This design comes from an exercise in tuning for small area, a short achievable clock period and few clock cycles on the open sky130 flow, not from production work. Where RTL was checked, it was by simulation tests only, not by an equivalence proof against the original.

Design LCD_CTRL, start of the top module:
module LCD_CTRL(clk, reset, IROM_Q, cmd, cmd_valid, IROM_EN, IROM_A, IRB_RW, IRB_D, IRB_A, busy, done);
input clk;
input reset;
input [7:0] IROM_Q;
input [2:0] cmd;
input cmd_valid;
output IROM_EN;
output [5:0] IROM_A;
output IRB_RW;
output [7:0] IRB_D;
output [5:0] IRB_A;
output busy;
output done;
reg        IROM_EN;
reg  [5:0] IROM_A;
reg        IRB_RW;
reg  [7:0] IRB_D;
reg  [5:0] IRB_A;
reg        busy;
reg        done;
localparam [383:0] SPIRAL = 384'hff8fb9df0f7abe8f3b9e07d85d01c03c8181142103db1d72ba9d339a179959138934a30bb6ab2b96275a55251392371b;
genvar gi, gj;
integer i, j;
reg  [511:0] img;         
reg  [6:0]   n;           
reg  [6:0]   ln;          
reg          fx, fy, tr;  
reg  [63:0]  pend;        
reg  [2:0]   Xm, Ym;      
reg  [6:0]   rtm, clm;    
reg  [6:0]   rt, cl;      
reg  [7:0]   wv [0:3];    
reg  [2:0]   c_r;         
reg          v_r;
reg          ok;          
reg          fin;         
reg  [5:0]   land_a;      
reg          land_v;
wire is_data = c_r[2] & (c_r[1] | c_r[0]);               
wire exec    = v_r & (~is_data | ok);                    
wire exec_d  = v_r & is_data & ok;
wire accept  = cmd_valid & ~busy & ~done;
wire a_up = accept & (cmd == 3'd1) & ~rtm[0];
wire a_dn = accept & (cmd == 3'd2) & ~rtm[6];
wire a_lf = accept & (cmd == 3'd3) & ~clm[0];
wire a_rt = accept & (cmd == 3'd4) & ~clm[6];
wire [7:0] rw  = {1'b0, rt} | {rt, 1'b0};                
  ...
Size in the first run: about 710 flip-flops.
export LEC_CHECK = 0
export CAP_MARGIN = 20
export CORE_MARGIN = 2
export CORE_UTILIZATION = 40
export CTS_BUF_LIST = sky130_fd_sc_hd__clkbuf_16
export CTS_CLUSTER_DIAMETER = 70
export CTS_CLUSTER_SIZE = 25
export SLEW_MARGIN = 20
create_clock -name core_clock -period 11.0 [get_ports {clk}]
standard.sh (not shown) runs the stock make flow with config.mk's settings and CLKGATE_MAP_FILE= SYNTH_SCRIPT=/design/flow/synth_recipe.tcl, a recipe that flattens the netlist after the stock synthesis.
==> flow/flow/run.sh <==
#!/bin/bash
# Layout: the standard flow (standard.sh), unchanged, except that its
# timing repair (floorplan, CTS and global-route repair_timing) aims at a
# setup margin of 7.5 ns instead of 0, so it sizes the critical paths for a
# shorter period. The SDC, the clock period and every other step are the
# standard ones. make's full output goes to flow.log here; each ORFS step
# writes its own log under orfs/logs/.
set -euo pipefail
bash standard.sh SETUP_SLACK_MARGIN=7.5 finish > flow.log 2>&1
Next try:
--- a/flow/design.v
+++ b/flow/design.v
@@ -271,21 +271,20 @@
 always @(*) begin
     wd = 8'd0;
     for (j = 0; j < 64; j = j + 1)
         wd = wd | ({8{wr_r[j/8] & wc_r[j%8]}} & img[j*8 +: 8]);
 end
 function [2:0] enc8;
     input [7:0] v;
     enc8 = {|v[7:4], |{v[7:6], v[3:2]}, |{v[7], v[5], v[3], v[1]}};
 endfunction
 wire wany = |wc;
-wire wt = land_v & ~wv_r;
 function [63:0] pre_or;
     input [63:0] v;
     reg [63:0] s;
     integer d, q;
     begin
         s = v;
         for (d = 1; d < 64; d = d * 2)
             for (q = 63; q >= 0; q = q - 1)
                 if (q >= d) s[q] = s[q] | s[q-d];
         pre_or = {s[62:0], 1'b0};
@@ -328,23 +327,21 @@
         Xm  <= a_lf ? Xm - 3'd1 : a_rt ? Xm + 3'd1 : Xm;
         rtm <= a_up ? {1'b0, rtm[6:1]} : a_dn ? {rtm[5:0], 1'b0} : rtm;
         clm <= a_lf ? {1'b0, clm[6:1]} : a_rt ? {clm[5:0], 1'b0} : clm;
         rt <= rtm; cl <= clm;
         fx <= fxd; fy <= fyd; tr <= trd;
         ok <= ok_n;
         IROM_A <= ia_nx;
         IROM_EN <= n[6];
         n <= n + {6'd0, ~n[6]}; ln <= n;
         land_a <= IROM_A; land_v <= ~IROM_EN;
-        pend <= (pend & ~wg) | (wt ? 64'd0 : land_dec) | (exec_d ? win_c : 64'd0);
-        wv_r <= wany; IRB_RW <= ~(wv_r | wt);
+        pend <= (pend & ~wg) | land_dec | (exec_d ? win_c : 64'd0);
+        wv_r <= wany; IRB_RW <= ~wv_r;
         done <= done | (fin & ~|pend & ~wv_r & n[6] & IROM_EN & ~land_v);
     end
 end
 always @(posedge clk) begin
-    wr_r <= wrow; wc_r <= wcol;
-    if (wv_r) begin IRB_A <= {enc8(wr_r), enc8(wc_r)}; IRB_D <= wd; end
-    else      begin IRB_A <= land_a; IRB_D <= IROM_Q; end
+    wr_r <= wrow; wc_r <= wcol; IRB_A <= {enc8(wr_r), enc8(wc_r)}; IRB_D <= wd;
     for (i = 0; i < 4; i = i + 1)
         wv[i] <= exec_d ? nv[i] : (fwd[i] ? IROM_Q : rd[i]);
 end
 endmodule
Outcome: The changed run completed without violations. Via count fell by 4.0%. Routed wire length decreases by 10%. Non-clock buffer count is higher by 12. Maximum frequency rose by 1.7%. Setup slack improved by 62 ps.
Testbench counts after the change, summed over its fixed seeds: cycles 5,582.
For the first run of this note, only the layout was checked, not whether the RTL still works.

-- what the ideal ports hide --
In the flow no input, the clock included, has a driving cell. The finished layouts below were timed again as built, in two steps.
Step 1 sets driving cells, clkbuf_16 on the clock port and buf_2 on the other inputs (assumed; they add their load-dependent delay and slew).
Step 2 adds t to the input delays and takes it off the output delays; t is the mean of the earliest and latest rising clock arrival at the registers after step 1. Input paths then give back, and output paths get back, about the clock's delay inside the block.
Slacks: ideal / step 1 / step 2; pairs: ideal / step 1.
| run | shift t [ns] | slack for setup (ns) | worst data-port slew with drivers (ns) | pins driven straight from the clock port |
|---|---|---|---|---|
| the first run | 0.730 | 7.276 / 7.276 / 6.969 | 0.04 | 1 |
| the second run | 0.719 | 7.337 / 7.337 / 6.892 | 0.08 | 1 |
After both steps every run listed still meets setup and hold. For the second run, which loses most, drivers alone change the setup slack by 0.000 ns; drivers and shift together by -0.445 ns.
